Context: an optimization exercise on an open-source flow, tuned for small area, a short achievable clock period and few clock cycles per item. The choices shown serve that exercise and are no tape-out recipe.
Only simulation tests tie the RTL to the original design; equivalence was not proved.

// mat_mul
module mat_mul #
    (
        parameter integer DIM_LOG = 2,
        parameter integer DIM = 2**DIM_LOG,
        parameter integer SIZE = DIM*DIM,
        parameter integer SIZE_LOG = 2*DIM_LOG,
        parameter integer DATA_WIDTH = 32
    )
    (
        input wire  s00_axi_aclk,
        input wire  s00_axi_aresetn,
        output wire  s00_axis_tready,
        input wire [DATA_WIDTH-1 : 0] s00_axis_tdata,
        input wire  s00_axis_tlast,
        input wire  s00_axis_tvalid,
        output wire  m00_axis_tvalid,
        output wire [DATA_WIDTH-1 : 0] m00_axis_tdata,
        output wire [(DATA_WIDTH/8)-1 : 0] m00_axis_tstrb,
        output wire  m00_axis_tlast,
        input wire  m00_axis_tready,
        input wire sel,
        input wire start
    );
    localparam [1:0] OP_OUT = 2'd0, OP_XI = 2'd1, OP_ETA = 2'd2;
    wire rst = !s00_axi_aresetn;
    reg [31:0] f_data0, f_data1;
    reg        f_sel0, f_sel1, f_last0, f_last1;
    reg [1:0]  f_cnt;
  ...
==> flow/config.mk <==
export PLATFORM = sky130hd
export DESIGN_NAME = mat_mul
export DESIGN_NICKNAME = mat_mul
export VERILOG_FILES = /design/flow/design.v
export SDC_FILE = /design/flow/constraint.sdc
export NUM_CORES = 4
export LEC_CHECK = 0
export CAP_MARGIN = 20
export CORE_MARGIN = 2
export CORE_UTILIZATION = 40
export CTS_BUF_LIST = sky130_fd_sc_hd__clkbuf_8
export PLACE_DENSITY = 0.6
export SETUP_SLACK_MARGIN = 5
export SLEW_MARGIN = 20
==> flow/constraint.sdc <==
create_clock -name core_clock -period 10.0 [get_ports {s00_axi_aclk}]
set_input_delay 2.0000 -clock core_clock [delete_from_list [all_inputs] [get_ports {s00_axi_aclk}]]
set_output_delay 2.0000 -clock core_clock [all_outputs]
set_load 0.01 [all_outputs]
run.sh (not shown) runs the stock make flow with config.mk's settings and CLKGATE_MAP_FILE= SYNTH_SCRIPT=/design/flow/synth_recipe.tcl, a recipe that flattens the netlist after the stock synthesis.
Testbench counts at the start, summed over its fixed seeds: cycles 6,504, jobs 192.
Rerun with:
--- a/flow/config.mk
+++ b/flow/config.mk
@@ -8,7 +8,6 @@
 export CAP_MARGIN = 20
 export CORE_MARGIN = 2
-export CORE_UTILIZATION = 40
-export CTS_BUF_LIST = sky130_fd_sc_hd__clkbuf_8
-export PLACE_DENSITY = 0.6
+export CORE_UTILIZATION = 60
+export PLACE_DENSITY = 0.75
 export SETUP_SLACK_MARGIN = 5
 export SLEW_MARGIN = 20
Outcome:
- The new run passed the timing, design-rule and antenna checks
- area after synthesis does not change
- setup slack is worse by 0.048 ns
- routed wire length fell by 2.8%
- core utilization goes up by 22 points
- die area is lower by 33%
- sequential cell count is unchanged
- fmax goes down by 0.97%
- clock-buffer cell count drops by 83
- clock skew shrinks by 0.061 ns
- first-iteration DRC count climbs by 33%
- final area drops by 1.2%
Rerun with:
--- a/flow/config.mk
+++ b/flow/config.mk
@@ -8,6 +8,6 @@
 export CAP_MARGIN = 20
 export CORE_MARGIN = 2
-export CORE_UTILIZATION = 60
-export PLACE_DENSITY = 0.75
+export CORE_UTILIZATION = 40
+export PLACE_DENSITY = 0.6
 export SETUP_SLACK_MARGIN = 5
 export SLEW_MARGIN = 20
Result: The new run finished clean; worst setup slack is better by 0.040 ns; synthesized area does not change; non-clock buffer count does not change; core utilization fell by 22 points; critical path depth is unchanged; final area came out higher slightly; first-iteration DRC count went down by about a fifth.

---

mat_mul, a different RTL version from the one above (not shown whole).
Size: ~2200 flip-flops, roughly 110000 µm² of cells after synthesis.
clock: 10.0 ns
lec_check: 0
cap_margin: 20
core_margin: 2
core_utilization: 40
cts_buf_list: sky130_fd_sc_hd__clkbuf_8
place_density: 0.6
slew_margin: 20
standard.sh (not shown) runs the stock make flow with config.mk's settings and CLKGATE_MAP_FILE= SYNTH_SCRIPT=/design/flow/synth_recipe.tcl, a recipe that flattens the netlist after the stock synthesis.
==> flow/flow/run.sh <==
#!/bin/bash
# Standard layout (the standard.sh, unchanged synthesis) with timing repair
# aimed below the 10 ns clock: repair_timing works until the setup slack
# reaches SETUP_SLACK_MARGIN, so the layout gets faster than the clock asks.
set -euo pipefail
export SETUP_SLACK_MARGIN=6
bash standard.sh > standard_make.log 2>&1
Testbench counts at the start, summed over its fixed seeds: cycles 6,512, jobs 192.
Change:
==> flow/run.sh (new file) <==
#!/bin/bash
# synth_recipe.tcl (not shown) runs the flow's synth.tcl, then flattens the netlist and writes it again
# the make line also repeats each setting of config.mk as NAME=value (left out here)
make -C /OpenROAD-flow-scripts/flow DESIGN_CONFIG=/design/flow/config.mk WORK_HOME=/design/flow/orfs CLKGATE_MAP_FILE= SYNTH_SCRIPT=/design/flow/synth_recipe.tcl finish
- SETUP_SLACK_MARGIN: not set -> 5
removed: flow/flow/run.sh
removed: flow/standard.sh
Maximum frequency decreases by about a fifth.
Cell area decreases by a few percent.
Final cell count decreases slightly.
Change:
==> flow/flow/run.sh (new file) <==
#!/bin/bash
# Standard layout (the standard.sh, unchanged synthesis) with timing repair
# aimed below the 10 ns clock: repair_timing works until the setup slack
# reaches SETUP_SLACK_MARGIN, so the layout gets faster than the clock asks.
set -euo pipefail
export SETUP_SLACK_MARGIN=6.3
bash standard.sh > standard_make.log 2>&1
==> flow/standard.sh (new file) <==
#!/bin/bash
# synth_recipe.tcl (not shown) runs the flow's synth.tcl, then flattens the netlist and writes it again
# the make line also repeats each setting of config.mk as NAME=value (left out here)
make -C /OpenROAD-flow-scripts/flow DESIGN_CONFIG=/design/flow/config.mk WORK_HOME=/design/flow/orfs CLKGATE_MAP_FILE= SYNTH_SCRIPT=/design/flow/synth_recipe.tcl "${@:-finish}"
- SETUP_SLACK_MARGIN: 5 -> not set
removed: flow/run.sh
Die area is unchanged.
Design area increases by 5.2%.
Wire length went up by 7.1%.
Global-route usage came out higher by 1.2 points.
Critical path depth is higher by 2.
Hold slack stays flat.
Sequential share of layout area drops by 2.5 points.
Change:
--- a/flow/flow/run.sh
+++ b/flow/flow/run.sh
@@ -6 +6 @@
-export SETUP_SLACK_MARGIN=6.3
+export SETUP_SLACK_MARGIN=6
- CTS_BUF_LIST: sky130_fd_sc_hd__clkbuf_8 -> sky130_fd_sc_hd__clkbuf_16
- CTS_CLUSTER_DIAMETER: not set -> 60
- CTS_CLUSTER_SIZE: not set -> 16
The changed run produced a clean layout.
Routed wire length shrinks by 6.0%.
Setup slack degrades by 0.055 ns.
Non-clock buffer count shrinks by 156.
Die area is unchanged.
Final area shrinks by 3.3%.
Final cell count shrinks by about 4.3%.
Fmax shrinks by 1.4%.

-- re-timing with driven ports --
In the flow no input, the clock included, has a driving cell. The finished layouts below were timed again as built, in two steps. Step 1, drivers: a clkbuf_16 drives s00_axi_aclk and a buf_2 each remaining input, both assumed. Step 2 also shifts input and output timing later by t, the mid clock arrival at the registers, as if the neighbouring blocks saw the same clock. Three values: ideal ports, drivers, drivers and shift; two values: the first two.
run	shift t [ns]	slack for setup (ns)	slew at the worst register clock pin (ns)	worst data-port slew with drivers (ns)	cell pins on the clock port's net
the first run of note 1	1.079	5.062 / 5.062 / 5.062	0.07 / 0.07	0.04	1
the second run of note 1	0.915	5.013 / 5.013 / 5.013	0.08 / 0.08	0.04	1
the third run of note 1	0.934	5.053 / 5.053 / 5.053	0.07 / 0.07	0.04	1
the first run of note 2	1.123	6.014 / 6.014 / 5.302	0.07 / 0.07	0.05	1
the second run of note 2	1.085	5.316 / 5.316 / 5.316	0.07 / 0.07	0.04	1
the third run of note 2	1.089	6.049 / 6.049 / 5.524	0.07 / 0.07	0.04	1
the fourth run of note 2	0.935	5.993 / 5.993 / 5.549	0.08 / 0.08	0.05	1
After both steps setup and hold are still met in every run listed. The setup slack of the first run of note 2, which loses most, moves by 0.000 ns with the drivers and by -0.712 ns with both steps.
